What follows belongs to an exercise in optimizing a design on an open flow for small area, a short achievable clock period and few clock cycles; a production flow would make more cautious choices.
Function was checked by simulation only, so behaviour that the tests miss may differ from the original.
No activity file was given, so power comes from the tool's default toggle rates.

`design/flow/constraint.sdc`:
```
create_clock -name core_clock -period 32.0 [get_ports {clk}]
set_input_delay 6.4000 -clock core_clock [delete_from_list [all_inputs] [get_ports {clk}]]
set_output_delay 6.4000 -clock core_clock [all_outputs]
set_load 0.01 [all_outputs]
```
`design/flow/design.v`:
```
module MIPS(
    clk,
    rst_n,
    in_valid,
    instruction,
    output_reg,
    out_valid,
    out_1,
    out_2,
    out_3,
    out_4,
    instruction_fail
);
input clk;
input rst_n;
input in_valid;
input [31:0] instruction;
input [19:0] output_reg;
output logic out_valid, instruction_fail;
output logic [15:0] out_1, out_2, out_3, out_4;
function automatic [5:0] dec(input [4:0] c);
    dec[0] = (c == 5'b10001);
    dec[1] = (c == 5'b10010);
    dec[2] = (c == 5'b01000);
    dec[3] = (c == 5'b10111);
    dec[4] = (c == 5'b11111);
    dec[5] = (c == 5'b10000);
endfunction
function automatic [15:0] strip(input [15:0] x);
    logic [15:0] y;
    y = x;
    if (y[7:0] == 8'd0) y = y >> 8;
    if (y[3:0] == 4'd0) y = y >> 4;
    if (y[1:0] == 2'd0) y = y >> 2;
    if (y[0] == 1'b0)   y = y >> 1;
    strip = y;
endfunction
function automatic [15:0] sstrip(input [15:0] x, input neg);
    logic [16:0] y;
    y = {neg, x};
    if (y[7:0] == 8'd0) y = {{8{neg}}, y[16:8]};
    if (y[3:0] == 4'd0) y = {{4{neg}}, y[16:4]};
    if (y[1:0] == 2'd0) y = {{2{neg}}, y[16:2]};
    if (y[0] == 1'b0)   y = {neg, y[16:1]};
    sstrip = {y[15:1] ^ {15{neg}}, y[0]};
endfunction
function automatic [3:0] ctz(input [15:0] x);
    logic [15:0] y;
    y = x;
    ctz[3] = (y[7:0] == 8'd0); if (ctz[3]) y = y >> 8;
    ctz[2] = (y[3:0] == 4'd0); if (ctz[2]) y = y >> 4;
    ctz[1] = (y[1:0] == 2'd0); if (ctz[1]) y = y >> 2;
    ctz[0] = (y[0] == 1'b0);
endfunction
function automatic [15:0] lowbit(input [15:0] x);
    logic seen;
    seen = 1'b0;
    for (int i = 0; i < 16; i++) begin
        lowbit[i] = x[i] && !seen;
        seen = seen || x[i];
    end
endfunction
function automatic onehot16(input [15:0] x);
    logic any, multi;
    any = 1'b0;
    multi = 1'b0;
    for (int i = 0; i < 16; i++) begin
        multi = multi | (any & x[i]);
        any = any | x[i];
    end
    onehot16 = any && !multi;
endfunction
function automatic [15:0] rev(input [15:0] x);
    for (int i = 0; i < 16; i++) rev[i] = x[15 - i];
endfunction
logic [15:0] R [0:5];
logic [15:0] A, B;
logic        Bneg;
logic [3:0]  sh;
logic op_add, op_and, op_or, op_nor, op_shl, op_shr, op_one;
logic busy, first;
logic [5:0] dest;
logic [3:0] hit;
logic [5:0] osel [0:3];
logic [5:0]  rs1h, rt1h, rd1h, wdest;
logic        rtype, addi, f_add, f_and, f_or, f_nor, f_shl, f_shr, f_gcd, is_gcd;
logic        fail, za, zb, pa, pb, same, gdone;
logic [15:0] ra, rb;
logic [5:0]  zf, pf;
assign rs1h  = dec(instruction[25:21]);
assign rt1h  = dec(instruction[20:16]);
assign rd1h  = dec(instruction[15:11]);
assign rtype = (instruction[31:26] == 6'b000000);
assign addi  = (instruction[31:26] == 6'b001000);
assign f_add = (instruction[6:0] == 7'b0100000);
assign f_and = (instruction[6:0] == 7'b0100100);
assign f_or  = (instruction[6:0] == 7'b0100101);
assign f_nor = (instruction[6:0] == 7'b0100111);
assign f_shl = (instruction[6:0] == 7'b0000000);
assign f_shr = (instruction[6:0] == 7'b0000010);
assign f_gcd = (instruction[6:0] == 7'b1111000);
assign is_gcd = rtype && f_gcd;
assign wdest = rtype ? rd1h : rt1h;
always_comb begin
    ra = 16'd0;
    rb = 16'd0;
    for (int j = 0; j < 6; j++) begin
        zf[j] = (R[j] == 16'd0);
        pf[j] = onehot16(R[j]);
        ra = ra | ({16{rs1h[j]}} & R[j]);
        rb = rb | ({16{rt1h[j]}} & R[j]);
    end
end
assign za = |(rs1h & zf);
assign zb = |(rt1h & zf);
assign pa = |(rs1h & pf);
assign pb = |(rt1h & pf);
assign same = (instruction[25:21] == instruction[20:16]);
assign fail = !(rtype || addi) || !(|rs1h) || !(|rt1h) ||
              (rtype && (!(|rd1h) ||
                         !(f_add || f_and || f_or || f_nor || f_shl || f_shr || f_gcd))) ||
              (is_gcd && (za || zb));
assign gdone = same || pa || pb;
logic [15:0] u1, u2;
logic [16:0] d2;
logic        t1, t2;
MIPS_gcd_step gcd_step (.A(A), .B(B), .Bneg(Bneg), .u1(u1), .u2(u2), .d2(d2), .t1(t1), .t2(t2));
logic [15:0] res;
MIPS_alu_out alu_out (
    .A(A), .B(B), .sh(sh),
    .op_add(op_add), .op_and(op_and), .op_or(op_or), .op_nor(op_nor),
    .op_shl(op_shl), .op_shr(op_shr), .op_one(op_one),
    .hit(hit), .osel0(osel[0]), .osel1(osel[1]), .osel2(osel[2]), .osel3(osel[3]),
    .R0(R[0]), .R1(R[1]), .R2(R[2]), .R3(R[3]), .R4(R[4]), .R5(R[5]),
    .res(res), .out_1(out_1), .out_2(out_2), .out_3(out_3), .out_4(out_4));
always_ff @(posedge clk or negedge rst_n) begin
    if (!rst_n) begin
        out_valid <= 1'b0;
        busy <= 1'b0;
    end else if (in_valid) begin
        out_valid <= !(is_gcd && !fail && !gdone);
        busy <= is_gcd && !fail && !gdone;
    end else if (busy) begin
        out_valid <= t1 || t2;
        busy <= !(t1 || t2);
    end else begin
        out_valid <= 1'b0;
    end
end
always_ff @(posedge clk) begin
    if (busy) begin
        A <= t1 ? u1 : u2;
        B <= d2[15:0];
        Bneg <= d2[16];
    end else begin
        if (rtype && f_shl) A <= rb;
        else if (rtype && f_shr) A <= rev(rb);
        else A <= ra;
        B <= addi ? instruction[15:0] : rb;
        Bneg <= 1'b0;
    end
end
always_ff @(posedge clk) begin
    first <= in_valid;
    if (busy) begin
        if (first) sh <= ctz(A | B);
    end else begin
        sh <= instruction[10:7];
    end
end
always_ff @(posedge clk) begin
    if (!busy) begin
        op_add <= addi || f_add;
        op_and <= !addi && f_and;
        op_or  <= !addi && (f_or || (f_gcd && same));
        op_nor <= !addi && f_nor;
        op_shl <= !addi && (f_shl || (f_gcd && !gdone));
        op_shr <= !addi && f_shr;
        op_one <= !addi && f_gcd && !same && (pa || pb);
        instruction_fail <= fail;
        dest <= fail ? 6'd0 : wdest;
        hit[0] <= !fail && |(dec(output_reg[4:0])   & wdest);
        hit[1] <= !fail && |(dec(output_reg[9:5])   & wdest);
        hit[2] <= !fail && |(dec(output_reg[14:10]) & wdest);
        hit[3] <= !fail && |(dec(output_reg[19:15]) & wdest);
        osel[0] <= fail ? 6'd0 : dec(output_reg[4:0])   & ~wdest;
        osel[1] <= fail ? 6'd0 : dec(output_reg[9:5])   & ~wdest;
        osel[2] <= fail ? 6'd0 : dec(output_reg[14:10]) & ~wdest;
        osel[3] <= fail ? 6'd0 : dec(output_reg[19:15]) & ~wdest;
    end
end
always_ff @(posedge clk or negedge rst_n) begin
    if (!rst_n) begin
        for (int j = 0; j < 6; j++) R[j] <= 16'd0;
    end else begin
        for (int j = 0; j < 6; j++)
            if (out_valid && dest[j]) R[j] <= res;
    end
end
endmodule
module MIPS_gcd_step (
    input  logic [15:0] A,
    input  logic [15:0] B,
    input  logic        Bneg,
    output logic [15:0] u1,
    output logic [15:0] u2,
    output logic [16:0] d2,
    output logic        t1,
    output logic        t2
);
function automatic [5:0] dec(input [4:0] c);
    dec[0] = (c == 5'b10001);
    dec[1] = (c == 5'b10010);
    dec[2] = (c == 5'b01000);
    dec[3] = (c == 5'b10111);
    dec[4] = (c == 5'b11111);
    dec[5] = (c == 5'b10000);
endfunction
function automatic [15:0] strip(input [15:0] x);
    logic [15:0] y;
    y = x;
    if (y[7:0] == 8'd0) y = y >> 8;
    if (y[3:0] == 4'd0) y = y >> 4;
    if (y[1:0] == 2'd0) y = y >> 2;
    if (y[0] == 1'b0)   y = y >> 1;
    strip = y;
endfunction
function automatic [15:0] sstrip(input [15:0] x, input neg);
    logic [16:0] y;
    y = {neg, x};
    if (y[7:0] == 8'd0) y = {{8{neg}}, y[16:8]};
    if (y[3:0] == 4'd0) y = {{4{neg}}, y[16:4]};
    if (y[1:0] == 2'd0) y = {{2{neg}}, y[16:2]};
    if (y[0] == 1'b0)   y = {neg, y[16:1]};
    sstrip = {y[15:1] ^ {15{neg}}, y[0]};
endfunction
function automatic [3:0] ctz(input [15:0] x);
    logic [15:0] y;
    y = x;
    ctz[3] = (y[7:0] == 8'd0); if (ctz[3]) y = y >> 8;
    ctz[2] = (y[3:0] == 4'd0); if (ctz[2]) y = y >> 4;
    ctz[1] = (y[1:0] == 2'd0); if (ctz[1]) y = y >> 2;
    ctz[0] = (y[0] == 1'b0);
endfunction
function automatic [15:0] lowbit(input [15:0] x);
    logic seen;
    seen = 1'b0;
    for (int i = 0; i < 16; i++) begin
        lowbit[i] = x[i] && !seen;
        seen = seen || x[i];
    end
endfunction
function automatic onehot16(input [15:0] x);
    logic any, multi;
    any = 1'b0;
    multi = 1'b0;
    for (int i = 0; i < 16; i++) begin
        multi = multi | (any & x[i]);
        any = any | x[i];
    end
    onehot16 = any && !multi;
endfunction
function automatic [15:0] rev(input [15:0] x);
    for (int i = 0; i < 16; i++) rev[i] = x[15 - i];
endfunction
logic [15:0] us1, vs1, vs2;
logic [16:0] d1;
assign us1 = strip(A);
assign vs1 = sstrip(B, Bneg);
assign d1  = {1'b0, us1} - {1'b0, vs1};
assign u1  = d1[16] ? us1 : vs1;
assign t1  = (d1 == 17'd0) || (vs1 == 16'd1);
assign vs2 = sstrip(d1[15:0], d1[16]);
assign d2  = {1'b0, u1} - {1'b0, vs2};
assign u2  = d2[16] ? u1 : vs2;
assign t2  = (d2 == 17'd0) || (vs2 == 16'd1);
endmodule
module MIPS_alu_out (
    input  logic [15:0] A,
    input  logic [15:0] B,
    input  logic [3:0]  sh,
    input  logic        op_add, op_and, op_or, op_nor, op_shl, op_shr, op_one,
    input  logic [3:0]  hit,
    input  logic [5:0]  osel0, osel1, osel2, osel3,
    input  logic [15:0] R0, R1, R2, R3, R4, R5,
    output logic [15:0] res,
    output logic [15:0] out_1, out_2, out_3, out_4
);
function automatic [5:0] dec(input [4:0] c);
    dec[0] = (c == 5'b10001);
    dec[1] = (c == 5'b10010);
    dec[2] = (c == 5'b01000);
    dec[3] = (c == 5'b10111);
    dec[4] = (c == 5'b11111);
    dec[5] = (c == 5'b10000);
endfunction
function automatic [15:0] strip(input [15:0] x);
    logic [15:0] y;
    y = x;
    if (y[7:0] == 8'd0) y = y >> 8;
    if (y[3:0] == 4'd0) y = y >> 4;
    if (y[1:0] == 2'd0) y = y >> 2;
    if (y[0] == 1'b0)   y = y >> 1;
    strip = y;
endfunction
function automatic [15:0] sstrip(input [15:0] x, input neg);
    logic [16:0] y;
    y = {neg, x};
    if (y[7:0] == 8'd0) y = {{8{neg}}, y[16:8]};
    if (y[3:0] == 4'd0) y = {{4{neg}}, y[16:4]};
    if (y[1:0] == 2'd0) y = {{2{neg}}, y[16:2]};
    if (y[0] == 1'b0)   y = {neg, y[16:1]};
    sstrip = {y[15:1] ^ {15{neg}}, y[0]};
endfunction
function automatic [3:0] ctz(input [15:0] x);
    logic [15:0] y;
    y = x;
    ctz[3] = (y[7:0] == 8'd0); if (ctz[3]) y = y >> 8;
    ctz[2] = (y[3:0] == 4'd0); if (ctz[2]) y = y >> 4;
    ctz[1] = (y[1:0] == 2'd0); if (ctz[1]) y = y >> 2;
    ctz[0] = (y[0] == 1'b0);
endfunction
function automatic [15:0] lowbit(input [15:0] x);
    logic seen;
    seen = 1'b0;
    for (int i = 0; i < 16; i++) begin
        lowbit[i] = x[i] && !seen;
        seen = seen || x[i];
    end
endfunction
function automatic onehot16(input [15:0] x);
    logic any, multi;
    any = 1'b0;
    multi = 1'b0;
    for (int i = 0; i < 16; i++) begin
        multi = multi | (any & x[i]);
        any = any | x[i];
    end
    onehot16 = any && !multi;
endfunction
function automatic [15:0] rev(input [15:0] x);
    for (int i = 0; i < 16; i++) rev[i] = x[15 - i];
endfunction
logic [15:0] shl;
assign shl = A << sh;
always_comb begin
    res = ({16{op_add}} & (A + B))
        | ({16{op_and}} & (A & B))
        | ({16{op_or}}  & (A | B))
        | ({16{op_nor}} & ~(A | B))
        | ({16{op_shl}} & shl)
        | ({16{op_shr}} & rev(shl))
        | ({16{op_one}} & lowbit(A | B));
end
logic [15:0] R [0:5];
logic [5:0]  osel [0:3];
assign R[0] = R0; assign R[1] = R1; assign R[2] = R2;
assign R[3] = R3; assign R[4] = R4; assign R[5] = R5;
assign osel[0] = osel0; assign osel[1] = osel1; assign osel[2] = osel2; assign osel[3] = osel3;
logic [15:0] o [0:3];
always_comb begin
    for (int k = 0; k < 4; k++) begin
        o[k] = {16{hit[k]}} & res;
        for (int j = 0; j < 6; j++)
            o[k] = o[k] | ({16{osel[k][j]}} & R[j]);
    end
end
assign out_1 = o[0];
assign out_2 = o[1];
assign out_3 = o[2];
assign out_4 = o[3];
endmodule
```
`design/flow/config.mk`:
```
export PLATFORM = sky130hd
export DESIGN_NAME = MIPS
export DESIGN_NICKNAME = MIPS
export VERILOG_FILES = /design/flow/design.v
export SDC_FILE = /design/flow/constraint.sdc
export NUM_CORES = 4
export LEC_CHECK = 0
export ABC_AREA = 1
export CAP_MARGIN = 75
export CORE_MARGIN = 2
export CORE_UTILIZATION = 30
export PLACE_DENSITY = 0.45
export SLEW_MARGIN = 75
export SYNTH_HIERARCHICAL = 1
```
`design/flow/flow/run.sh`:
```
#!/bin/bash
# The standard layout (standard.sh: standard synthesis and ORFS steps),
# with one change: the buffers that global placement puts on every input and
# output port are sky130_fd_sc_hd__buf_2 instead of the cell buffer_ports
# picks by default (a slow delay buffer, clkdlybuf4s50_1).
set -euo pipefail
export BUFFER_PORTS_ARGS="-buffer_cell sky130_fd_sc_hd__buf_2"
bash standard.sh > standard.log 2>&1
```
`design/flow/standard.sh`:
```
#!/bin/bash
# synth_recipe.tcl (not shown) runs the flow's synth.tcl, then flattens the netlist and writes it again
# the make line also repeats each setting of config.mk as NAME=value (left out here)
make -C /OpenROAD-flow-scripts/flow DESIGN_CONFIG=/design/flow/config.mk WORK_HOME=/design/flow/orfs CLKGATE_MAP_FILE= SYNTH_SCRIPT=/design/flow/synth_recipe.tcl "${@:-finish}"
```
==> impl_metrics.toml, run 1 <==
[detailed_routing]
drt_wl_total_mm = 107
met3WireLength_mm = 7.07
avgViaCountPerCell = 5.48
highest_layer = "met4"
dr.pass1.iters = 6
vias = 26600
routedWlPerCell_um = 22.0
met1Wirelength_mm = 46.7
wl_met2_mm = 48.0
postRouteAntennaNets = 0
drc = 0
first_iter_violations = 2718

[floorplanning]
core_area_sq_mm = 0.0728
row_count = 99
die_width_um = 275
io_pins = 121
initial_utilization_pct = 30.2
fp.dieH_um = 275
die-area_sq_mm = 0.0755

[logic_synthesis]
synthTopCellsByArea = "nand2_1 22%, dfrtp_1 11%, inv_1 7.7%"
synth.avg_cell_area_sq_um = 5.90
synth_warnings = 16
synth_top_area_cell = "nand2_1"
syn_nets = 3840
synth_edf_count = 46
synth_cell_type_count = 74
synth_top_area_share_pct = 21.7
async_reset_ff_share_pct = 55.1
synth-main-ff-cell = "dfrtp_1"
ys_ff_latch = 178
syn_area_sq_mm = 0.0220
yosysSeqAreaShare_pct = 20.5
synthCells = 3730

[finish]
final_net_count = 3991
final_common_cell = "nand2_1"
final_cell_mix = "1269 x nand2_1, 440 x inv_1, 312 x nand3_1"
fillCellCount = 8257
stdcell_area_sq_mm = 0.0257
diodes = 0
drive_above_1_share_pct = 18.0
area_delta_synth_final_pct = 16.9
fin_util_pct = 35.3

[global_route]
grt_pass1_wl_mm = 159
grt_pass1_vias = 25100
antenna_found_initial = 0
track_usage_pct = 27.9
grt_max_degree = 49
grt-ovfl-total = 0

[clock_tree]
postCtsHoldBufs = 0
root_buffer = "clkbuf_16"
cts-resized-gates = 0
cts_tree = "built"
cts_setup_buffers = 0
numCtsBuffers = 17
cts_max_path_buffers = 2
clock_latency_ns = 0.51
cts_max_level = 4
cts_num_sinks = 178
clk_pin_slew_ns = 0.08

[worst_setup_path]
reg2reg_from = "B[6]"
startpoint_type = "flip-flop"
worstSetupStartpoint = "sh[0]"
critPathRequiredTime_ns = 25.60
crit_type = "flip-flop to output pin"
worst-endpoint-arrival_ns = 3.00
end_kind = "output pin"
critPathMaxFanout = 19

[power]
cellPowerDensity_mw_per_mm2 = 112
peakVddDrop_mv = 0.112
leakage_nw = 13.3

[timing]
period_share_pct = 29.4
slew_viol_final = 0
rsz0062_at_grt = "no"
max_slew_margin_pct = 73.6
holdWs_ns = 0.582
min_period_ns = 9.40
setup_tns_ns = 0
skew_ns = 0.0269
fmax_mhz = 106
finalHoldViolCount = 0
worstMarginPinSlew_ns = 0.394
finalSetupViolCount = 0

[place]
place_congestion = 1.02
dp_hpwl_mm = 85.4
io_buffers = 120
placed_area_sq_mm = 0.0250

[job]
drv_cap = 0

[status]
status = "no timing/DRC/antenna violations"

[min_path]
worstHoldStart = "first"
hold_class = "flip-flop to flip-flop"
==> synthesized netlist by cell type, types with 6 or more instances <==
| library cell | number |
|---|---|
| o31ai_1 | 6 |
| o22ai_1 | 57 |
| clkbuf_1 | 84 |
| nor2_2 | 33 |
| dfrtp_1 | 98 |
| nand4_2 | 12 |
| ha_1 | 53 |
| buf_2 | 25 |
| nand3_2 | 42 |
| o21bai_1 | 11 |
| nor3_1 | 19 |
| nand4_1 | 89 |
| nand3_1 | 314 |
| nor4_1 | 14 |
| o21ai_0 | 284 |
| a221oi_1 | 63 |
| inv_2 | 19 |
| nor2_4 | 9 |
| nand2_2 | 55 |
| buf_6 | 11 |
| o21ai_1 | 22 |
| dfxtp_1 | 34 |
| a21oi_1 | 96 |
| o2111ai_1 | 52 |
| a31oi_1 | 19 |
| nor2_1 | 260 |
| nand2_4 | 10 |
| inv_1 | 452 |
| xor2_1 | 16 |
| o211ai_1 | 10 |
| o21ai_2 | 13 |
| nand2_1 | 1273 |
| edfxtp_1 | 46 |
| nand3b_1 | 15 |
| buf_4 | 22 |
| a211oi_1 | 13 |
==> path summary, 6_finish.rpt <==
path | endpoint | slack [ns] | cells past startpoint
max | out_4[15] | 22.60 | 16
min | sh[2] | 0.58 | 1
max reg2reg | A[1] | 23.59 | 46
min reg2reg | sh[2] | 0.58 | 1
max in group asynchronous | out_valid | 25.60 | 3
min in group asynchronous | R[2][11] | 5.69 | 1
==> registers in the layout, indices dropped and copies added, names as in the netlist, 4 cells and up <==
signal	cells
B	16
A	16
hit	4
R	96
sh	4
dest	6
osel	24
==> area by class of cell <==
type	instances	area (sq um)	share of cell area [%]
clock buffers	17	425	1.65
inverters	476	1810	7.05
clock inverters	15	163	0.632
repair buffers	277	1700	6.59
well taps	959	1200	4.67
multi-input cells	2931	15800	61.5
flip-flops and latches	178	4610	17.9
==> per-module statistics from Yosys (local to each module, per instance) <==
module / cells inside / times used
MIPS_alu_out: 1076 / 1
MIPS: 1469 / 1
MIPS_gcd_step: 1185 / 1
==> critical path: stages, from the launching register on <==
cell and delay, ns:
edfxtp_1 0.41, buf_2 0.19, buf_2 0.18, buf_2 0.18
inv_6 0.19, nand2_1 0.17, nand3_1 0.12, nand2_2 0.08
nand2_1 0.08, nand3_1 0.09, nand3_1 0.09, nand2_1 0.08
inv_1 0.07, nand2_2 0.20, nand2_1 0.12, nand2_1 0.08
buf_2 0.16
==> stage by stage <==
| step | power, mW | setup slack, ns | cells |
|---|---|---|---|
| 2_1_floorplan | 2.03 | 23.80 | 3730 |
| 3_3_place_gp | 2.58 | 22.83 | 4680 |
| 6_report | 2.88 | 22.60 | 4853 |
| 5_1_grt | 3.22 | 22.40 | 4853 |
| 3_5_place_dp | 2.65 | 23.20 | 4815 |
| 4_1_cts | 2.88 | 22.63 | 4847 |
==> routing by layer <==
metal,vias to the layer above,global-route usage (%)
met3,267,3.73
met4,0,12.3
met1,12500,37.0
met2,1144,45.0
li1,12700,-
met5,-,0
==> kinds of logic (layout without fill, tap and decap cells) <==
family	Yosys count	count (layout)	synth area share, %
AOI/OAI and AO/OA	679	679	19.2
xor gates and xnor gates	18	18	0.751
adders and majority gates	55	55	3.20
buffers and inverters	621	785	11.7
DFF	178	178	20.5
muxes	2	2	0.0910
and+or+nand+nor	2177	2177	44.6
==> where the power goes <==
group / switching (mW) / internal [mW]
registers: 0.0119 / 0.236
clock network: 0.115 / 0.105
logic: 1.70 / 0.709
total: 1.83 / 1.05
Testbench counts, summed over its fixed seeds: cycles 6,193.
==> inputs of run 2 (changes only) <==
--- a/design/flow/config.mk
+++ b/design/flow/config.mk
@@ -6,9 +6,9 @@
 export NUM_CORES = 4
 export LEC_CHECK = 0
 export ABC_AREA = 1
-export CAP_MARGIN = 75
+export CAP_MARGIN = 20
 export CORE_MARGIN = 2
 export CORE_UTILIZATION = 30
 export PLACE_DENSITY = 0.45
-export SLEW_MARGIN = 75
+export SLEW_MARGIN = 20
 export SYNTH_HIERARCHICAL = 1
==> run 2 against run 1 <==
Critical path depth shrank 1. Combinational power shrank 3%. Via count shrank 2.6%. Total power shrank 2.5%. Global-route usage shrank 0.22 points. First-iteration DRC count shrank 3.5%. Sequential share of layout area grew 1.1 points. Clock power is essentially flat. Critical path type unchanged. Largest cell class unchanged. Largest power group unchanged. Highest routed layer unchanged.
==> impl_metrics.toml, run 2 <==
[status]
status = "no timing/DRC/antenna violations"

[worst_setup_path]
cp_cell_sequence = "inv_1 -> ha_1 -> nand2_1 -> inv_1 -> nand2_1 -> and2_1 -> nor2_1 -> nor2_1 -> nand2_1 -> nand2_1 -> nand3_1 -> nand2_2 -> nand2_1 -> nand2_1 -> buf_2"
critPathRequiredTime_ns = 25.60
worst-r2r-cell-count = 42
critPathMaxFanout = 7
crit_type = "flip-flop to output pin"
end_kind = "output pin"
crit_path_max_incr_delay_ns = 0.68
cp_slowest_cell = "dfxtp_1"
cp_top_family = "simple AND/OR/NAND/NOR gates"
startpoint_type = "flip-flop"
worst-endpoint-arrival_ns = 3.15
cp_common_cell = "nand2_1"
crit_cells = 15
critPathBufInv = 3

[power]
peakVddDrop_mv = 0.103
clockPowerShare_pct = 7.8
cellPowerDensity_mw_per_mm2 = 118
power_frac_comb_pct = 83.4
p_sw_share_pct = 64.2
power_switching_mw = 1.80
leakage_nw = 12.3
internal_power_mw = 1.01
power_frac_seq_pct = 8.8

[finish]
regMostFlops = "R"
largest_register_ffs = 96
reg_top3 = "R x96, osel x24"
diodes = 0
final_net_count = 3850
fillCellCount = 8327
drive_above_1_share_pct = 10.5
final_common_cell = "nand2_1"
area_delta_synth_final_pct = 7.98
final_cell_mix = "1271 x nand2_1, 452 x inv_1, 314 x nand3_1"
stdcell_count = 4712

[place]
place_congestion = 1.02
io_buffers = 120
dp.cells = 4680
dp_hpwl_mm = 82.6

[clock_tree]
numCtsBuffers = 17
clock_latency_ns = 0.51
cts_setup_buffers = 0
cts_max_level = 4
cts_tree = "built"
cts_max_path_buffers = 2
root_buffer = "clkbuf_16"
clk_pin_slew_ns = 0.08
postCtsHoldBufs = 0
cts_num_sinks = 178
cts-resized-gates = 0

[logic_synthesis]
synth_edf_count = 46
syn_area_sq_mm = 0.0220
synth_top_area_share_pct = 21.7
synth_cell_type_count = 74
ys_ff_latch = 178
synth_warnings = 16
yosys.cell_count.top_type = "nand2_1"
synth.avg_cell_area_sq_um = 5.90
syn_nets = 3840
synth-main-ff-cell = "dfrtp_1"
synth_top_area_cell = "nand2_1"
yosysSeqAreaShare_pct = 20.5
synthCells = 3730
async_reset_ff_share_pct = 55.1
synthTopCellsByArea = "nand2_1 22%, dfrtp_1 11%, inv_1 7.7%"
synthTopCellsByCount = "1273 x nand2_1, 452 x inv_1, 314 x nand3_1"

[global_route]
antenna_found_initial = 0
track_usage_pct = 27.7
grt-ovfl-total = 0
grt_pass1_vias = 24400
grt_pass1_wl_mm = 157
grt_max_degree = 70

[detailed_routing]
first_iter_violations = 2622
drt_wl_total_mm = 106
routedWlPerCell_um = 22.5
avgViaCountPerCell = 5.50
dr.pass1.iters = 6
postRouteAntennaNets = 0
drc = 0
vias = 25900

[floorplanning]
die-area_sq_mm = 0.0755
io_pins = 121
die_width_um = 275
row_count = 99
fp.dieH_um = 275
core_area_sq_mm = 0.0728
initial_utilization_pct = 30.2

[timing]
finalHoldViolCount = 0
max_slew_margin_pct = 24.0
finalSetupViolCount = 0
setup_tns_ns = 0
min_period_ns = 9.55
rsz0062_at_grt = "no"
fmax_mhz = 105
period_share_pct = 29.9
slew_viol_final = 0
skew_ns = 0.0280
worstMarginPinSlew_ns = 1.14

[min_path]
holdPathStages = 2
hold_class = "flip-flop to flip-flop"

[job]
drv_cap = 0
run 2: cell types whose count changed in the layout (fill, tap and decap cells not counted), moves of 13 or more:
cell       previous run  this run
a221oi_2             14         0
dfxtp_1              19        34
xor2_2               16         1
o21ai_1              43        22
a221oi_1             49        63
xor2_1                0        16
dfrtp_2              63         0
buf_2               215       119
dfrtp_1              35        98
o2111ai_1            39        52
o21ai_0             244       284
dfxtp_2              14         0
run 2: tightest hold or removal path: cells and delay by family (launching register included):
kind	cells	cell delay [ns]
AO/OA/AOI/OAI	1	0.06
flip-flops	1	0.41
AND/OR/NAND/NOR	1	0.07
run 2: final cells by class:
cell class                 instances  area (sq um)  area share [%]
multi-input combinational       2931         14900            62.9
sequential                       178          4510            19.0
inverter                         476          1800            7.56
tap                              959          1200            5.05
timing repair buffer             136           723            3.04
clock buffer                      17           425            1.79
clock inverter                    15           159           0.669
run 2: final timing paths:
check / end / slack (ns) / start
worst max-delay path: out_2[15] / 22.45 / A[10]
worst max register to register: A[1] / 22.94 / B[7]
worst min-delay path: R[2][10] / 0.58 / R[2][10]
worst min register to register: R[2][10] / 0.58 / R[2][10]
min in group asynchronous: R[2][11] / 5.88 / rst_n
max in group asynchronous: R[3][14] / 24.93 / rst_n
run 2: logic make-up after synthesis:
group | Yosys count | synth area share (%)
xor gates and xnor gates | 18 | 0.751
muxes | 2 | 0.0910
DFF | 178 | 20.5
and+or+nand+nor | 2177 | 44.6
buffers and inverters | 621 | 11.7
AOI/OAI and AO/OA | 679 | 19.2
adders and majority gates | 55 | 3.20
run 2: Yosys stat by module, one instance, submodules excluded:
module / area (sq um) / cells / times used
MIPS: 10600 / 1469 / 1
MIPS_alu_out: 5560 / 1076 / 1
MIPS_gcd_step: 5840 / 1185 / 1
run 2: power by group through the flow:
stage	combinational, mW	clock [mW]	sequential [mW]
detailed placement	2.32	0	0.253
CTS	2.33	0.224	0.248
global placement	2.32	0	0.253
floorplan	1.78	0	0.245
global route	2.65	0.230	0.249
finish	2.34	0.219	0.248
run 2: per-stage QoR:
step | instance area [sq um] | utilization, % | hold slack, ns | setup slack, ns | total power, mW
floorplan | 22000 | - | 0.495 | 23.80 | 2.03
global placement | 23200 | 31.8 | 0.563 | 22.83 | 2.58
detailed placement | 23200 | 31.8 | 0.562 | 22.79 | 2.57
CTS | 23800 | 32.6 | 0.581 | 22.45 | 2.80
global route | 23800 | 32.6 | 0.628 | 22.01 | 3.12
finish | 23800 | 32.6 | 0.576 | 22.45 | 2.81
run 2: layer usage:
layer  track usage [%]  part of all wire, %
met4              11.4                  3.8
met1              36.6                   44
met3              4.18                  6.9
met5                 0                    0
met2              45.0                   46
==> inputs of run 3 (changes only) <==
--- a/design/flow/design.v
+++ b/design/flow/design.v
@@ -70,6 +70,11 @@
     end
     onehot16 = any && !multi;
 endfunction
+function automatic [2:0] idx(input [5:0] h);
+    idx = 3'd7;
+    for (int j = 0; j < 6; j++)
+        if (h[j]) idx = j[2:0];
+endfunction
 function automatic [15:0] rev(input [15:0] x);
     for (int i = 0; i < 16; i++) rev[i] = x[15 - i];
 endfunction
@@ -81,7 +86,7 @@
 logic busy, first;
 logic [5:0] dest;
 logic [3:0] hit;
-logic [5:0] osel [0:3];
+logic [2:0] osel [0:3];
 logic [5:0]  rs1h, rt1h, rd1h, wdest;
 logic        rtype, addi, f_add, f_and, f_or, f_nor, f_shl, f_shr, f_gcd, is_gcd;
 logic        fail, za, zb, pa, pb, same, gdone;
@@ -183,10 +188,10 @@
         hit[1] <= !fail && |(dec(output_reg[9:5])   & wdest);
         hit[2] <= !fail && |(dec(output_reg[14:10]) & wdest);
         hit[3] <= !fail && |(dec(output_reg[19:15]) & wdest);
-        osel[0] <= fail ? 6'd0 : dec(output_reg[4:0])   & ~wdest;
-        osel[1] <= fail ? 6'd0 : dec(output_reg[9:5])   & ~wdest;
-        osel[2] <= fail ? 6'd0 : dec(output_reg[14:10]) & ~wdest;
-        osel[3] <= fail ? 6'd0 : dec(output_reg[19:15]) & ~wdest;
+        osel[0] <= fail ? 3'd7 : idx(dec(output_reg[4:0]) & ~wdest);
+        osel[1] <= fail ? 3'd7 : idx(dec(output_reg[9:5]) & ~wdest);
+        osel[2] <= fail ? 3'd7 : idx(dec(output_reg[14:10]) & ~wdest);
+        osel[3] <= fail ? 3'd7 : idx(dec(output_reg[19:15]) & ~wdest);
     end
 end
 always_ff @(posedge clk or negedge rst_n) begin
@@ -260,6 +265,11 @@
     end
     onehot16 = any && !multi;
 endfunction
+function automatic [2:0] idx(input [5:0] h);
+    idx = 3'd7;
+    for (int j = 0; j < 6; j++)
+        if (h[j]) idx = j[2:0];
+endfunction
 function automatic [15:0] rev(input [15:0] x);
     for (int i = 0; i < 16; i++) rev[i] = x[15 - i];
 endfunction
@@ -281,7 +291,7 @@
     input  logic [3:0]  sh,
     input  logic        op_add, op_and, op_or, op_nor, op_shl, op_shr, op_one,
     input  logic [3:0]  hit,
-    input  logic [5:0]  osel0, osel1, osel2, osel3,
+    input  logic [2:0]  osel0, osel1, osel2, osel3,
     input  logic [15:0] R0, R1, R2, R3, R4, R5,
     output logic [15:0] res,
     output logic [15:0] out_1, out_2, out_3, out_4
@@ -338,6 +348,11 @@
     end
     onehot16 = any && !multi;
 endfunction
+function automatic [2:0] idx(input [5:0] h);
+    idx = 3'd7;
+    for (int j = 0; j < 6; j++)
+        if (h[j]) idx = j[2:0];
+endfunction
 function automatic [15:0] rev(input [15:0] x);
     for (int i = 0; i < 16; i++) rev[i] = x[15 - i];
 endfunction
@@ -353,7 +368,7 @@
         | ({16{op_one}} & lowbit(A | B));
 end
 logic [15:0] R [0:5];
-logic [5:0]  osel [0:3];
+logic [2:0]  osel [0:3];
 assign R[0] = R0; assign R[1] = R1; assign R[2] = R2;
 assign R[3] = R3; assign R[4] = R4; assign R[5] = R5;
 assign osel[0] = osel0; assign osel[1] = osel1; assign osel[2] = osel2; assign osel[3] = osel3;
@@ -362,7 +377,7 @@
     for (int k = 0; k < 4; k++) begin
         o[k] = {16{hit[k]}} & res;
         for (int j = 0; j < 6; j++)
-            o[k] = o[k] | ({16{osel[k][j]}} & R[j]);
+            o[k] = o[k] | ({16{osel[k] == j}} & R[j]);
     end
 end
 assign out_1 = o[0];
==> run 3 against run 2 <==
Largest cell class unchanged. Clock skew decreased by 0.015 ns. Clock power decreased by 3%. Routed wire length decreased by 3.2%. Register-to-register slack better by 0.39 ns. Highest routed layer unchanged. Still clean. Worst setup slack got worse by 0.022 ns. Count of clock-buffer cells in the layout stayed put. Non-clock buffer count is 5 lower. Global-route usage fell by 0.86 points.
==> impl_metrics.toml, run 3 <==
[status]
status = "no timing/DRC/antenna violations"

[finish]
stdcell_area_sq_mm = 0.0236
drive_above_1_share_pct = 10.1
multiInputGateArea_sq_mm = 0.0149
reg_top3 = "R x96, A x16, B x16"
final_net_count = 3867
regArea_sq_mm = 0.00415
regMostFlops = "R"
fillCellCount = 8335
final_common_cell = "nand2_1"
final_cell_mix = "1095 x nand2_1, 501 x inv_1, 365 x nand3_1"
area_delta_synth_final_pct = 7.89
largest_register_ffs = 96

[logic_synthesis]
syn_nets = 3855
ys_ff_latch = 166
muxShareOfSynthArea_pct = 0.824
synth-main-ff-cell = "dfrtp_1"
yosysSeqAreaShare_pct = 19.0
synthSimpleGateAreaFrac_pct = 42.5
async_reset_ff_share_pct = 59.0
synthXorXnorAreaFrac_pct = 0.956
synth_edf_count = 34
synth.avg_cell_area_sq_um = 5.84
synth-compound-area-share_pct = 20.8
synthTopCellsByArea = "nand2_1 19%, dfrtp_1 11%, inv_1 8.6%"
synth_top_family_by_area = "simple AND/OR/NAND/NOR gates"
synthTopCellsByCount = "1100 x nand2_1, 502 x inv_1, 365 x nand3_1"
synth_top_area_cell = "nand2_1"
synthAdderAreaFrac_pct = 3.22
synth_warnings = 16
synth_top_area_share_pct = 18.9
synthCells = 3745
yosys.cell_count.top_type = "nand2_1"
syn_area_sq_mm = 0.0219
synth_cell_type_count = 69

[place]
io_buffers = 120
dp_hpwl_mm = 82.2
pre_cts_ws_ns = 22.67
placed_area_sq_mm = 0.0230
place_congestion = 0.946

[job]
drv_cap = 0

[detailed_routing]
dr.pass1.iters = 11
avgViaCountPerCell = 5.56
drt_wl_total_mm = 103
vias = 26200
first_iter_violations = 3188
postRouteAntennaNets = 0
routedWlPerCell_um = 21.7
drc = 0

[clock_tree]
clock_latency_ns = 0.47
cts_max_path_buffers = 2
cts-resized-gates = 0
cts_tree = "built"
postCtsHoldBufs = 0
clk_pin_slew_ns = 0.08
cts_setup_buffers = 0
cts_max_level = 4
numCtsBuffers = 17
root_buffer = "clkbuf_16"
cts_num_sinks = 166

[timing]
period_share_pct = 29.9
slew_viol_final = 0
skew_ns = 0.0132
min_period_ns = 9.58
fmax_mhz = 104
post-route-worst-setup-slack_ns = 22.42
finalHoldViolCount = 0
setup_tns_ns = 0
max_slew_margin_pct = 27.8
worstMarginPinSlew_ns = 1.08
finalSetupViolCount = 0
rsz0062_at_grt = "no"

[power]
peakVddDrop_mv = 0.108
cellPowerDensity_mw_per_mm2 = 123
leakage_nw = 12.9

[worst_setup_path]
crit_cells = 9
cp_common_cell = "nand3_1"
cp_cell_sequence = "inv_1 -> ha_1 -> nand3_1 -> nand3_1 -> o21ai_0 -> nand4_1 -> nand2_1 -> nand3_1 -> buf_2"
r2r-end = "A[1]"
critPathRequiredTime_ns = 25.60
reg2reg_from = "B[6]"
critPathBufInv = 2
endpoint = "out_1[3]"
critPathMaxFanout = 8
worst-r2r-setup-slack_ns = 23.33
startpoint_type = "flip-flop"
cp_slowest_cell = "dfxtp_1"
cp_top_family = "simple AND/OR/NAND/NOR gates"
end_kind = "output pin"
crit_path_max_incr_delay_ns = 0.65
worst-endpoint-arrival_ns = 3.18
worstSetupStartpoint = "A[1]"
worst-r2r-cell-count = 46
crit_type = "flip-flop to output pin"

[floorplanning]
die-area_sq_mm = 0.0750
row_count = 98
core_area_sq_mm = 0.0719
initial_utilization_pct = 30.4
die_width_um = 274
fp.dieH_um = 274
io_pins = 121

[min_path]
worstHoldStart = "R[2][8]"
hold_class = "flip-flop to flip-flop"

[global_route]
grt-ovfl-total = 0
antenna_found_initial = 2
track_usage_pct = 26.8
grt_max_degree = 74
grt_pass1_wl_mm = 153
grt_pass1_vias = 24100
[run 3: changes by cell type in the layout (fill, tap and decap cells not counted), sizes merged, moves of 18 or more]
cell / before / now
o22ai: 57 / 207
nand3: 358 / 393
inv: 484 / 548
o21ai: 320 / 338
a221oi: 63 / 24
nand2: 1338 / 1157
nor3: 23 / 90
nor2: 302 / 276
o2111ai: 53 / 11
nand4: 102 / 77
[run 3: worst min-delay path: cells and delay by family, from the launching register on]
family	cells	cell delay (ns)
DFF	1	0.41
AOI/OAI and AO/OA	1	0.06
and+or+nand+nor	1	0.06
[run 3: area by class of cell]
cell class	instances	share of cell area, %
Timing Repair Buffer	131	2.91
Tap cell	950	5.04
Clock inverter	15	0.621
Multi-Input combinational cell	2900	63.4
Inverter	541	8.64
Antenna cell	1	0.0106
Sequential cell	166	17.6
Clock buffer	17	1.80
[run 3: layer usage]
| metal | vias to the layer above | GRT usage [%] | share of wire [%] |
|---|---|---|---|
| met1 | 12300 | 38.6 | 46 |
| met3 | 195 | 4.59 | 7.9 |
| met5 | - | 0 | 0 |
| li1 | 12600 | - | - |
| met4 | 0 | 7.49 | 2.9 |
| met2 | 1146 | 40.8 | 43 |
[run 3: Yosys stat by module, one instance, submodules excluded]
module | copies in the design | flip-flops and latches | cells inside
MIPS | 1 | 166 | 1435
MIPS_gcd_step | 1 | 0 | 1201
MIPS_alu_out | 1 | 0 | 1109
[run 3: power by group]
group	switching, mW	internal, mW
registers	0.0119	0.219
logic	1.74	0.708
clock network	0.108	0.105
total	1.86	1.03
[run 3: cells by family after synthesis]
group,after synthesis
and+or+nand+nor,2047
AOI/OAI and AO/OA,757
buffers and inverters,679
DFF,166
adders and majority gates,55
xor gates and xnor gates,23
muxes,18
[run 3: metrics by stage]
step | power [mW] | util, % | instances | hold WS (ns)
floorplan | 2.13 | - | 3745 | 0.474
global placement | 2.67 | 32.0 | 4688 | 0.547
CTS | 2.88 | 32.8 | 4720 | 0.562
finish | 2.89 | 32.8 | 4721 | 0.568
global route | 3.24 | 32.8 | 4720 | 0.608
detailed placement | 2.66 | 32.0 | 4688 | 0.543
[run 3: how the worst min path moves through the flow]
| stage | cells past startpoint | endpoint |
|---|---|---|
| 5_1_grt | 2 | R[2][8] |
| 3_3_place_gp | 2 | R[2][8] |
| 4_1_cts | 2 | R[2][8] |
| 2_1_floorplan | 2 | R[2][4] |
| 6_report | 2 | R[2][8] |
| 3_5_place_dp | 2 | R[2][8] |
Testbench counts of run 3, summed over its fixed seeds: cycles 6,193.
==> inputs of run 4 (changes only) <==
==> design/flow/flow/run.sh (replaced) <==
#!/bin/bash
# The standard layout (standard.sh: standard synthesis and ORFS steps),
# with two changes: port buffers are sky130_fd_sc_hd__buf_2 (instead of the
# slow delay buffer buffer_ports picks by default), and timing repair aims
# 23.2 ns above the 32 ns target's zero slack, so that it also shortens the
# few slowest paths.
set -euo pipefail
export BUFFER_PORTS_ARGS="-buffer_cell sky130_fd_sc_hd__buf_2"
export SETUP_SLACK_MARGIN=23.2
bash standard.sh > standard.log 2>&1
==> run 4 against run 3 <==
Still clean on timing, DRC and antenna. First-iteration DRC count grew 4.2%. Sequential power is essentially flat. Critical path depth grew 1. Synthesized area is the same. Worst setup slack gained 0.59 ns. Global-route usage grew 0.73 points. Clock power is essentially flat. Total power grew 2.4%. Worst hold slack lost 0.0027 ns. Critical path type unchanged. Largest power group unchanged.
==> impl_metrics.toml, run 4 <==
[clock_tree]
cts_max_level = 4
cts_num_sinks = 166
cts_max_path_buffers = 2
clock_latency_ns = 0.47
root_buffer = "clkbuf_16"
clk_pin_slew_ns = 0.08
cts_tree = "built"
numCtsBuffers = 17
postCtsHoldBufs = 0

[worst_setup_path]
worst-r2r-cell-count = 47
critPathRequiredTime_ns = 25.60
startpoint_type = "flip-flop"
r2r-end = "A[2]"
worst-r2r-setup-slack_ns = 24.07
critPathMaxFanout = 5
worstSetupStartpoint = "A[0]"
cp_slowest_cell = "fa_2"
crit_type = "flip-flop to output pin"
end_kind = "output pin"
critPathBufInv = 2
crit_cells = 10
cp_cell_sequence = "ha_4 -> fa_2 -> buf_4 -> o21ai_2 -> a21oi_2 -> a31oi_2 -> o211ai_4 -> nand2_1 -> nand2_2 -> buf_6"
crit_path_max_incr_delay_ns = 0.42
worst-endpoint-arrival_ns = 2.58
endpoint = "out_1[2]"
reg2reg_from = "B[3]"
cp_top_family = "adder cells"

[floorplanning]
io_pins = 121
die-area_sq_mm = 0.0750
fp.dieH_um = 274
initial_utilization_pct = 30.4
row_count = 98
core_area_sq_mm = 0.0719
die_width_um = 274

[logic_synthesis]
yosys.cell_count.top_type = "nand2_1"
async_reset_ff_share_pct = 59.0
yosysSeqAreaShare_pct = 19.0
synth_top_area_cell = "nand2_1"
synth-main-ff-cell = "dfrtp_1"
syn_nets = 3855
synth_cell_type_count = 69
synthCells = 3745
syn_area_sq_mm = 0.0219
synth_edf_count = 34
synth_top_area_share_pct = 18.9
ys_ff_latch = 166
synth_warnings = 16
synth.avg_cell_area_sq_um = 5.84
synthTopCellsByArea = "nand2_1 19%, dfrtp_1 11%, inv_1 8.6%"
synthTopCellsByCount = "1100 x nand2_1, 502 x inv_1, 365 x nand3_1"

[timing]
setup_tns_ns = 0
holdWs_ns = 0.565
skew_ns = 0.0126
max_slew_margin_pct = 33.8
worstMarginPinSlew_ns = 0.993
slew_viol_final = 0
finalSetupViolCount = 0
period_share_pct = 28.1
min_period_ns = 8.98
fmax_mhz = 111
post-route-worst-setup-slack_ns = 23.02
finalHoldViolCount = 0
rsz0062_at_grt = "yes"

[global_route]
grt_max_degree = 74
grt_pass1_vias = 24600
antenna_found_initial = 3
track_usage_pct = 27.5
grt-ovfl-total = 0
grt_pass1_wl_mm = 158

[power]
cellPowerDensity_mw_per_mm2 = 114
peakVddDrop_mv = 0.109
leakage_nw = 13.9

[finish]
largest_register_ffs = 96
stdcell_area_sq_mm = 0.0260
reg_top3 = "R x96, A x16, B x16"
final_common_cell = "nand2_1"
final_cell_mix = "1011 x nand2_1, 481 x inv_1, 297 x nand3_1"
area_delta_synth_final_pct = 18.8
drive_above_1_share_pct = 19.6
diodes = 0
final_net_count = 3971
regMostFlops = "R"

[place]
dp_hpwl_mm = 82.2
place_congestion = 0.946
io_buffers = 120
pre_cts_ws_ns = 22.67
placed_area_sq_mm = 0.0230

[status]
status = "no timing/DRC/antenna violations"

[detailed_routing]
vias = 27000
drt_wl_total_mm = 106
routedWlPerCell_um = 22.1
drc = 0
avgViaCountPerCell = 5.60
dr.pass1.iters = 8
postRouteAntennaNets = 0
first_iter_violations = 3321

[job]
drv_cap = 0

[min_path]
hold_class = "flip-flop to flip-flop"
==> run 4: cell counts after synthesis <==
No cell type changed its count.
==> run 4: layout make-up <==
type,count,area (sq um)
timing repair inverter,1,7.51
clock buffer,17,425
multi-input combinational,2901,16300
sequential,166,4250
fill,8124,45900
inverter,541,2050
clock inverter,15,146
timing repair buffer,233,1600
tap,950,1190
==> run 4: how the worst min path moves through the flow <==
stage,startpoint,end,slack (ns),depth (start not counted)
floorplan,R[2][4],R[2][4],0.47,2
global placement,R[2][8],R[2][8],0.55,2
detailed placement,R[2][8],R[2][8],0.54,2
CTS,R[2][8],R[2][8],0.56,2
global route,R[2][8],R[2][8],0.61,2
finish,R[2][8],R[2][8],0.57,2
==> run 4: kinds of logic after synthesis <==
kind of cell	Yosys count	synth area share, %
flops	166	19.0
mux	18	0.824
compound gates	757	20.8
buf+inv	679	12.7
xor+xnor	23	0.956
fa+ha+maj	55	3.22
simple gates	2047	42.5
==> run 4: worst min-delay path, cell delays in order (launching register included) <==
cell and delay, ns:
dfrtp_1 0.41, nand2_1 0.06, o21ai_0 0.06
==> run 4: modules after synthesis (local to each module, per instance) <==
| module | cell area [sq um] | flops+latches | copies in the design | cells inside |
|---|---|---|---|---|
| MIPS_gcd_step | 5970 | 0 | 1 | 1201 |
| MIPS_alu_out | 5540 | 0 | 1 | 1109 |
| MIPS | 10300 | 166 | 1 | 1435 |
==> run 4: per-stage QoR <==
step                total power, mW  cells  util (%)
finish                         2.96   4824      36.1
global route                   3.31   4824      36.1
CTS                            2.91   4779      34.5
detailed placement             2.66   4688      32.0
global placement               2.67   4688      32.0
floorplan                      2.13   3745         -
==> run 4: repair_timing <==
item	CTS	global route
buffers inserted	58	44
gates resized for setup	218	199
pin swaps	39	61
endpoints found under the setup margin	65	91
gates cloned	1	1
==> run 4: routing by layer <==
metal	share of wire [%]	vias to the layer above	GRT usage, %
li1	-	12800	-
met5	0	-	0
met4	3.1	0	7.79
met1	46	12700	39.7
met3	7.8	199	4.18
met2	43	1245	42.2
==> run 4: report_power, final <==
part / switching, mW / leakage, nW / internal [mW]
Sequential: 0.00976 / 1.52 / 0.219
Combinational: 1.78 / 12.1 / 0.738
Clock: 0.108 / 0.281 / 0.104
Total: 1.90 / 13.9 / 1.06
==> inputs of run 5 (changes only) <==
==> design/flow/flow/run.sh (replaced) <==
#!/bin/bash
# The standard layout (standard.sh: standard synthesis and ORFS steps),
# with two changes: port buffers are sky130_fd_sc_hd__buf_2 (instead of the
# slow delay buffer buffer_ports picks by default), and timing repair aims
# 22.8 ns above the 32 ns target's zero slack, so that it also shortens the
# few slowest paths.
set -euo pipefail
export BUFFER_PORTS_ARGS="-buffer_cell sky130_fd_sc_hd__buf_2"
export SETUP_SLACK_MARGIN=22.8
bash standard.sh > standard.log 2>&1
--- a/design/flow/config.mk
+++ b/design/flow/config.mk
@@ -12,3 +12,4 @@
 export PLACE_DENSITY = 0.45
 export SLEW_MARGIN = 20
 export SYNTH_HIERARCHICAL = 1
+export TNS_END_PERCENT = 10
==> run 5 against run 4 <==
Largest power group unchanged. Register-to-register slack worse by 0.36 ns. Clock skew hardly changed. Sequential power is essentially flat.
==> impl_metrics.toml, run 5 <==
[status]
status = "no timing/DRC/antenna violations"

[global_route]
antenna_found_initial = 2
grtUsageMet2_pct = 40.9
grt_pass1_wl_mm = 154
grt_max_degree = 74
grt_pass1_vias = 24200
busiest_layer = "met2"
met1_usage_pct = 38.5
grt-ovfl-total = 0
met3_usage_pct = 4.70
track_usage_pct = 26.8

[worst_setup_path]
crit_path_max_incr_delay_ns = 0.60
cp_top_family = "simple AND/OR/NAND/NOR gates"
cp_slowest_cell = "nor3_2"
end_kind = "output pin"
worst-r2r-cell-count = 43
crit_type = "flip-flop to output pin"
critPathRequiredTime_ns = 25.60
cp_cell_sequence = "nor3_2 -> clkinv_1 -> o22ai_1 -> nor3_1 -> nand2_1 -> buf_2"
critPathBufInv = 2
startpoint_type = "flip-flop"
worst-endpoint-arrival_ns = 2.79
critPathMaxFanout = 10
worst-r2r-setup-slack_ns = 23.71
r2r-end = "A[2]"
reg2reg_from = "Bneg"

[timing]
holdWs_ns = 0.576
finalSetupViolCount = 0
finalHoldViolCount = 0
worstMarginPinSlew_ns = 0.986
max_slew_margin_pct = 34.1
fmax_mhz = 109
slew_viol_final = 0
min_period_ns = 9.19
period_share_pct = 28.7
skew_ns = 0.0123
setup_tns_ns = 0
rsz0062_at_grt = "yes"

[clock_tree]
clock_latency_ns = 0.47
cts_max_level = 4
cts_tree = "built"
clk_pin_slew_ns = 0.08
cts_max_path_buffers = 2
postCtsHoldBufs = 0
numCtsBuffers = 17
root_buffer = "clkbuf_16"
cts_num_sinks = 166

[detailed_routing]
drt_wl_total_mm = 103
first_iter_violations = 3051
drc = 0
postRouteAntennaNets = 0
dr.pass1.iters = 8
avgViaCountPerCell = 5.54
vias = 26300
routedWlPerCell_um = 21.7

[logic_synthesis]
synth_warnings = 16
yosysSeqAreaShare_pct = 19.0
ys_ff_latch = 166
synth_cell_type_count = 69
syn_area_sq_mm = 0.0219
yosys.cell_count.top_type = "nand2_1"
synthCells = 3745
synth_edf_count = 34
synth_top_area_cell = "nand2_1"
syn_nets = 3855
synthTopCellsByCount = "1100 x nand2_1, 502 x inv_1, 365 x nand3_1"
synth-main-ff-cell = "dfrtp_1"
async_reset_ff_share_pct = 59.0
synth_top_area_share_pct = 18.9
synth.avg_cell_area_sq_um = 5.84
synthTopCellsByArea = "nand2_1 19%, dfrtp_1 11%, inv_1 8.6%"

[power]
cellPowerDensity_mw_per_mm2 = 121
peakVddDrop_mv = 0.110
leakage_nw = 13.1
power_mw = 2.91

[floorplanning]
die-area_sq_mm = 0.0750
row_count = 98
initial_utilization_pct = 30.4
io_pins = 121
die_width_um = 274
fp.dieH_um = 274
core_area_sq_mm = 0.0719

[finish]
diodes = 0
final_net_count = 3895
regMostFlops = "R"
final_common_cell = "nand2_1"
final_cell_mix = "1090 x nand2_1, 499 x inv_1, 353 x nand3_1"
fin_util_pct = 33.6
reg_top3 = "R x96, A x16, B x16"
drive_above_1_share_pct = 12.6
largest_register_ffs = 96
area_delta_synth_final_pct = 10.5
stdcell_area_sq_mm = 0.0242

[min_path]
hold_path_end = "R[2][8]"
hold_class = "flip-flop to flip-flop"
holdPathStages = 2
worstHoldStart = "R[2][8]"

[place]
dp_hpwl_mm = 82.2
place_congestion = 0.946
io_buffers = 120
placed_area_sq_mm = 0.0230

[job]
drv_cap = 0
run 5: cell counts after synthesis:
Identical to the previous run, type by type.
run 5: Yosys stat by module (local to each module, per instance):
module,cells,times used
MIPS_gcd_step,1201,1
MIPS_alu_out,1109,1
MIPS,1435,1
run 5: timing repair:
item | in CTS | in global routing
resized for setup | 19 | 86
cloned | 0 | 2
pin swaps | 5 | 11
buffers inserted | 6 | 20
endpoints found under the setup margin | 55 | 83
run 5: area by class of cell:
| type | instances | area [sq um] |
|---|---|---|
| fillers | 8323 | 47700 |
| multi-input cells | 2901 | 15200 |
| flip-flops and latches | 166 | 4220 |
| inverters | 541 | 2050 |
| well taps | 950 | 1190 |
| repair buffers | 157 | 905 |
| clock buffers | 17 | 425 |
| clock inverters | 15 | 146 |
| repair inverters | 1 | 7.51 |
run 5: per-layer routing:
layer | share of wire [%] | routed length, um | vias up
met5 | 0 | 0 | -
met4 | 2.8 | 2850 | 0
met3 | 7.9 | 8170 | 178
met2 | 43 | 44700 | 1115
met1 | 46 | 47300 | 12400
li1 | - | - | 12700
run 5: kinds of logic (layout without fill, tap and decap cells):
family          count (synthesis)  count (layout)  synth area share (%)
fa+ha+maj                      55              55                  3.22
flops                         166             166                  19.0
buf+inv                       679             731                  12.7
mux                            18              18                 0.824
simple gates                 2047            2047                  42.5
xor+xnor                       23              23                 0.956
compound gates                757             758                  20.8
run 5: per-stage QoR:
step           std cells  setup slack, ns
6_report            4748            22.81
3_5_place_dp        4688            22.67
5_1_grt             4748            22.70
4_1_cts             4726            22.72
2_1_floorplan       3745            23.71
3_3_place_gp        4688            22.74
run 5: power by group:
group          switching [mW]  internal [mW]
Clock                   0.107          0.105
Combinational            1.76          0.715
Sequential             0.0112          0.219
run 5: worst max path at each step:
stage / start / endpoint / cells after the start
2_1_floorplan: A[0] / out_1[6] / 9
3_3_place_gp: instruction[27] / A[7] / 11
3_5_place_dp: instruction[27] / A[7] / 11
4_1_cts: osel[0][1] / out_1[8] / 8
5_1_grt: osel[3][2] / out_4[13] / 7
6_report: osel[0][1] / out_1[2] / 6
run 5: worst min-delay path: cells and delay by family (launching register included):
kind,cells,cell delay [ns]
DFF,1,0.42
and+or+nand+nor,1,0.07
AOI/OAI and AO/OA,1,0.06
==> inputs of run 6 (changes only) <==
==> design/flow/config.mk (replaced) <==
export PLATFORM = sky130hd
export DESIGN_NAME = MIPS
export DESIGN_NICKNAME = MIPS
export VERILOG_FILES = /design/flow/design.v
export SDC_FILE = /design/flow/constraint.sdc
export NUM_CORES = 4
export LEC_CHECK = 0
export CAP_MARGIN = 20
export CORE_MARGIN = 2
export CORE_UTILIZATION = 30
export PLACE_DENSITY = 0.45
export SLEW_MARGIN = 20
export SYNTH_HIERARCHICAL = 1
==> run 6 against run 5 <==
Combinational power shrank 17%. Synthesized cell count shrank 25%. Critical path type unchanged. Register-to-register slack got worse by 0.75 ns. Sequential cell count is the same. Largest power group unchanged. Largest cell class unchanged. Worst hold slack improved by 0.17 ns. Die area is 2.9% higher. Total power shrank 14%. Sequential power grew 12%. Sequential share of layout area down 2.3 points.
==> impl_metrics.toml, run 6 <==
[status]
status = "no timing/DRC/antenna violations"

[global_route]
grt_pass1_vias = 24100
antenna_found_initial = 4
grt_pass1_wl_mm = 168
grt-ovfl-total = 0
track_usage_pct = 28.8
grt_max_degree = 71

[detailed_routing]
met3WireLength_mm = 9.47
drt_wl_total_mm = 116
highest_layer = "met5"
routedWlPerCell_um = 28.8
postRouteAntennaNets = 0
vias = 26000
met1Wirelength_mm = 50.5
wl_met2_mm = 50.8
drc = 0
dr.pass1.iters = 9
avgViaCountPerCell = 6.44
first_iter_violations = 3112

[min_path]
hold_path_end = "R[5][7]"
worstHoldStart = "R[5][7]"
hold_class = "flip-flop to flip-flop"
holdPathStages = 2

[logic_synthesis]
async_reset_ff_share_pct = 59.0
syn_area_sq_mm = 0.0225
synthTopCellsByArea = "dfrtp_1 11%, mux2_2 7.4%, mux2i_1 7.0%"
yosysSeqAreaShare_pct = 18.5
synth_top_area_cell = "dfrtp_1"
yosys.cell_count.top_type = "nor2_1"
synth_edf_count = 34
synthCells = 2825
syn_nets = 2935
synth-main-ff-cell = "dfrtp_1"
synth_top_area_share_pct = 10.9
synth_warnings = 16
synth_cell_type_count = 126
ys_ff_latch = 166
synth.avg_cell_area_sq_um = 7.97
synthTopCellsByCount = "253 x nor2_1, 228 x nand2_1, 159 x o21ai_0"

[clock_tree]
root_buffer = "clkbuf_16"
cts_tree = "built"
cts_max_path_buffers = 2
clock_latency_ns = 0.49
cts_max_level = 4
clk_pin_slew_ns = 0.07
cts_num_sinks = 166
postCtsHoldBufs = 0
numCtsBuffers = 17

[timing]
finalHoldViolCount = 0
min_period_ns = 9.74
setup_tns_ns = 0
max_slew_margin_pct = 20.7
rsz0062_at_grt = "yes"
holdWs_ns = 0.749
period_share_pct = 30.4
finalSetupViolCount = 0
fmax_mhz = 103
skew_ns = 0.0189
slew_viol_final = 0
worstMarginPinSlew_ns = 1.19

[worst_setup_path]
crit_type = "flip-flop to output pin"
worst-endpoint-arrival_ns = 3.34
critPathRequiredTime_ns = 25.60
end_kind = "output pin"
startpoint_type = "flip-flop"
critPathMaxFanout = 4
reg2reg_from = "A[0]"
worst-r2r-setup-slack_ns = 22.96
worst-r2r-cell-count = 39
r2r-end = "out_valid"

[power]
power_mw = 2.50
peakVddDrop_mv = 0.105
cellPowerDensity_mw_per_mm2 = 89.3
leakage_nw = 11.3

[finish]
fillCellCount = 7677
area_delta_synth_final_pct = 24.5
reg_top3 = "R x96, A x16, B x16"
final_cell_mix = "245 x nor2_1, 231 x buf_4, 219 x nand2_1"
largest_register_ffs = 96
multiInputGateArea_sq_mm = 0.0185
diodes = 0
regArea_sq_mm = 0.00425
final_net_count = 3161
drive_above_1_share_pct = 29.8
regMostFlops = "R"
final_common_cell = "nor2_1"

[floorplanning]
die-area_sq_mm = 0.0772
initial_utilization_pct = 30.3
row_count = 100
fp.dieH_um = 278
die_width_um = 278
io_pins = 121
core_area_sq_mm = 0.0743

[job]
drv_cap = 0

[place]
dp_hpwl_mm = 82.1
place_congestion = 0.980
io_buffers = 120
run 6: cell types whose count changed after synthesis, moves of 45 or more:
cell / change
mux2_2: +147
a22oi_1: +100
mux2i_1: +139
nand2_1: -872
nand3_1: -287
a21oi_1: +47
a221o_1: +45
nand2_2: -46
xnor2_1: +45
o22ai_1: -185
inv_1: -408
clkbuf_1: +83
o21ai_0: -110
run 6: cell type report:
class / count / area share (%)
clock buffer: 18 / 1.53
clock inverter: 14 / 0.482
inverter: 97 / 1.35
multi-input combinational: 2369 / 66.1
sequential: 166 / 15.2
tap: 969 / 4.33
timing repair buffer: 400 / 11.1
run 6: logic make-up (layout without fill, tap and decap cells):
family,Yosys count,after routing,share of synthesized area (%)
AND/OR/NAND/NOR,970,970,22.2
AO/OA/AOI/OAI,918,919,29.6
multiplexers,343,343,17.8
buffers and inverters,291,529,5.35
flip-flops,166,166,18.5
adder cells (fa/ha/maj),69,69,3.76
XOR/XNOR,68,68,2.95
run 6: how the worst max path moves through the flow:
stage | endpoint | from | slack (ns) | cells after the start
floorplan | out_2[8] | A[0] | 22.80 | 9
global placement | out_valid | A[1] | 21.69 | 33
detailed placement | out_valid | A[1] | 21.53 | 33
CTS | out_2[8] | A[0] | 22.28 | 11
global route | out_2[8] | A[1] | 22.21 | 11
finish | out_3[12] | A[0] | 22.26 | 11
run 6: what timing repair did:
action	in CTS	in global routing
endpoints found under the setup margin	89	89
buffers inserted	149	60
gates resized for setup	257	125
gates cloned	2	2
pin swaps	82	67
run 6: layer usage:
metal  vias to the layer above  track usage [%]
met5                         -                0
met4                         8             12.3
met3                       277             4.69
met2                      1457             44.3
met1                     12800             39.7
li1                      11400                -
run 6: power breakdown:
group | switching (mW) | internal (mW) | total [mW]
clock | 0.103 | 0.103 | 0.206
combinational | 1.27 | 0.766 | 2.04
sequential | 0.0344 | 0.222 | 0.257
total | 1.41 | 1.09 | 2.50
run 6: worst max-delay path, cell delays in order (launching register included):
cell and delay, ns:
dfxtp_4 0.37, buf_6 0.12, buf_12 0.12, buf_8 0.11
mux4_2 0.57, a221oi_2 0.27, o21ai_1 0.11, a221oi_2 0.26
o211ai_1 0.14, buf_4 0.19, a221o_1 0.41, buf_2 0.16
run 6: stage by stage:
| stage | cells | util, % | instance area, sq um | setup slack (ns) |
|---|---|---|---|---|
| 2_1_floorplan | 2825 | - | 22500 | 22.80 |
| 3_3_place_gp | 3788 | 32.4 | 24000 | 21.69 |
| 3_5_place_dp | 3788 | 32.4 | 24100 | 21.53 |
| 4_1_cts | 3971 | 36.1 | 26800 | 22.28 |
| 5_1_grt | 4033 | 37.7 | 28000 | 22.21 |
| 6_report | 4033 | 37.7 | 28000 | 22.26 |
run 6: per-module statistics from Yosys, one instance, submodules excluded:
module	cells	area, sq um	copies in the design
MIPS	1043	10000	1
MIPS_alu_out	870	6370	1
MIPS_gcd_step	912	6110	1
==> inputs of run 7 (changes only) <==
--- a/design/flow/config.mk
+++ b/design/flow/config.mk
@@ -5,6 +5,7 @@
 export SDC_FILE = /design/flow/constraint.sdc
 export NUM_CORES = 4
 export LEC_CHECK = 0
+export ABC_AREA = 1
 export CAP_MARGIN = 20
 export CORE_MARGIN = 2
 export CORE_UTILIZATION = 30
==> run 7 against run 6 <==
Still clean on timing, DRC and antenna. Sequential cell count unchanged. Final area decreased by 13%. Core utilization decreased by 3.9 points. Routed wire length decreased by 11%. Combinational power increased by 21%. Sequential power decreased by 11%. First-iteration DRC count decreased by 0.45%. Clock skew decreased by 0.0058 ns. Highest routed layer is now met4.
==> impl_metrics.toml, run 7 <==
[place]
dp_hpwl_mm = 82.2
io_buffers = 120
placed_area_sq_mm = 0.0230
pre_cts_ws_ns = 22.67
place_congestion = 0.946
dp.cells = 4688

[global_route]
antenna_found_initial = 3
grt_pass1_wl_mm = 154
grt_max_degree = 74
grt_pass1_vias = 24300
grt-ovfl-total = 0
track_usage_pct = 26.8

[finish]
drive_above_1_share_pct = 13.0
fin_util_pct = 33.8
final_common_cell = "nand2_1"
stdcell_area_sq_mm = 0.0243
area_delta_synth_final_pct = 11.1
largest_register_ffs = 96
diodes = 0
regMostFlops = "R"
final_net_count = 3902
reg_top3 = "R x96, A x16, B x16"
fillCellCount = 8330

[power]
leakage_nw = 13.1
clockPowerShare_pct = 7.3
power_frac_comb_pct = 84.8
peakVddDrop_mv = 0.109
power_frac_seq_pct = 7.9
power_mw = 2.91
power_switching_mw = 1.87
internal_power_mw = 1.04
p_sw_share_pct = 64.3
cellPowerDensity_mw_per_mm2 = 120

[clock_tree]
postCtsHoldBufs = 0
cts_tree = "built"
clock_latency_ns = 0.47
clk_pin_slew_ns = 0.08
numCtsBuffers = 17
root_buffer = "clkbuf_16"
cts_max_level = 4
cts_num_sinks = 166
cts_max_path_buffers = 2

[detailed_routing]
wl_met2_mm = 44.8
drt_wl_total_mm = 103
met1Wirelength_mm = 47.7
drc = 0
routedWlPerCell_um = 21.7
postRouteAntennaNets = 0
avgViaCountPerCell = 5.53
highest_layer = "met4"
dr.pass1.iters = 6
met3WireLength_mm = 7.93
first_iter_violations = 3098
vias = 26300

[timing]
holdWs_ns = 0.569
min_period_ns = 9.18
fmax_mhz = 109
slew_viol_final = 0
finalHoldViolCount = 0
rsz0062_at_grt = "yes"
setup_tns_ns = 0
skew_ns = 0.0131
max_slew_margin_pct = 34.1
finalSetupViolCount = 0
worstMarginPinSlew_ns = 0.988
post-route-worst-setup-slack_ns = 22.82

[floorplanning]
io_pins = 121
core_area_sq_mm = 0.0719
row_count = 98
fp.dieH_um = 274
die-area_sq_mm = 0.0750
die_width_um = 274
initial_utilization_pct = 30.4

[worst_setup_path]
end_kind = "output pin"
critPathRequiredTime_ns = 25.60
critPathMaxFanout = 16
crit_type = "flip-flop to output pin"
worst-endpoint-arrival_ns = 2.78
startpoint_type = "flip-flop"

[logic_synthesis]
synthTopCellsByArea = "nand2_1 19%, dfrtp_1 11%, inv_1 8.6%"
synth_cell_type_count = 69
synth_warnings = 16
synthAdderAreaFrac_pct = 3.22
synthSimpleGateAreaFrac_pct = 42.5
syn_nets = 3855
synth_top_area_share_pct = 18.9
muxShareOfSynthArea_pct = 0.824
synth-compound-area-share_pct = 20.8
async_reset_ff_share_pct = 59.0
ys_ff_latch = 166
synth_top_family_by_area = "simple AND/OR/NAND/NOR gates"
synth_top_area_cell = "nand2_1"
synth_edf_count = 34
yosys.cell_count.top_type = "nand2_1"
syn_area_sq_mm = 0.0219
synth.avg_cell_area_sq_um = 5.84
yosysSeqAreaShare_pct = 19.0
synthTopCellsByCount = "1100 x nand2_1, 502 x inv_1, 365 x nand3_1"
synthXorXnorAreaFrac_pct = 0.956

[job]
drv_cap = 0

[status]
status = "no timing/DRC/antenna violations"

[min_path]
hold_class = "flip-flop to flip-flop"
[run 7: cell count changes after synthesis, sizes merged, moves of 45 or more]
cell and change:
clkbuf -83, a221o -45, inv +438, mux2 -156, xnor2 -47, nand2 +929, nand3 +315, a22oi -100
o22ai +185, o21ai +147, mux2i -141
[run 7: modules after synthesis (local to each module, per instance)]
module,flip-flops and latches,times used
MIPS,166,1
MIPS_gcd_step,0,1
MIPS_alu_out,0,1
[run 7: final cells by class]
| type | instances | area, sq um | area share (%) |
|---|---|---|---|
| clock buffers | 17 | 425 | 1.75 |
| flip-flops and latches | 166 | 4220 | 17.4 |
| inverters | 541 | 2050 | 8.44 |
| repair inverters | 1 | 7.51 | 0.0309 |
| well taps | 950 | 1190 | 4.90 |
| clock inverters | 15 | 146 | 0.603 |
| repair buffers | 164 | 957 | 3.94 |
| multi-input cells | 2901 | 15300 | 62.9 |
[run 7: power by group through the flow]
stage	Combinational, mW	Clock (mW)	Sequential (mW)
2_1_floorplan	1.90	0	0.228
5_1_grt	2.81	0.224	0.230
6_report	2.47	0.212	0.230
3_5_place_dp	2.43	0	0.235
3_3_place_gp	2.44	0	0.234
4_1_cts	2.44	0.215	0.230
[run 7: metal layers]
layer / vias up / track usage, %
met2: 1094 / 41.0
met4: 0 / 7.55
met3: 176 / 4.61
met5: - / 0
li1: 12700 / -
met1: 12400 / 38.6
[run 7: cells by family after synthesis]
logic type / Yosys count
adders and majority gates: 55
and+or+nand+nor: 2047
DFF: 166
muxes: 18
buffers and inverters: 679
xor gates and xnor gates: 23
AOI/OAI and AO/OA: 757
[run 7: worst max-delay path, cell delays in order, from the launching register on]
cell and delay (ns):
edfxtp_1 0.47, nor2_1 0.09, nand2_1 0.65, o22ai_1 0.16, nor3_1 0.66, nand2_1 0.11
buf_2 0.16
[run 7: worst paths after layout]
check	depth (start not counted)	start	to
max	6	osel[2][1]	out_3[13]
min	2	R[2][8]	R[2][8]
max reg2reg	42	Bneg	A[2]
min reg2reg	2	R[2][8]	R[2][8]
max in group asynchronous	2	rst_n	R[4][4]
min in group asynchronous	1	rst_n	R[0][9]
[run 7: timing repair]
action | 4_1_cts | 5_1_grt
resized for setup | 31 | 91
endpoints found under the setup margin | 55 | 71
pin swaps | 6 | 10
buffers inserted | 12 | 21
cloned | 0 | 2
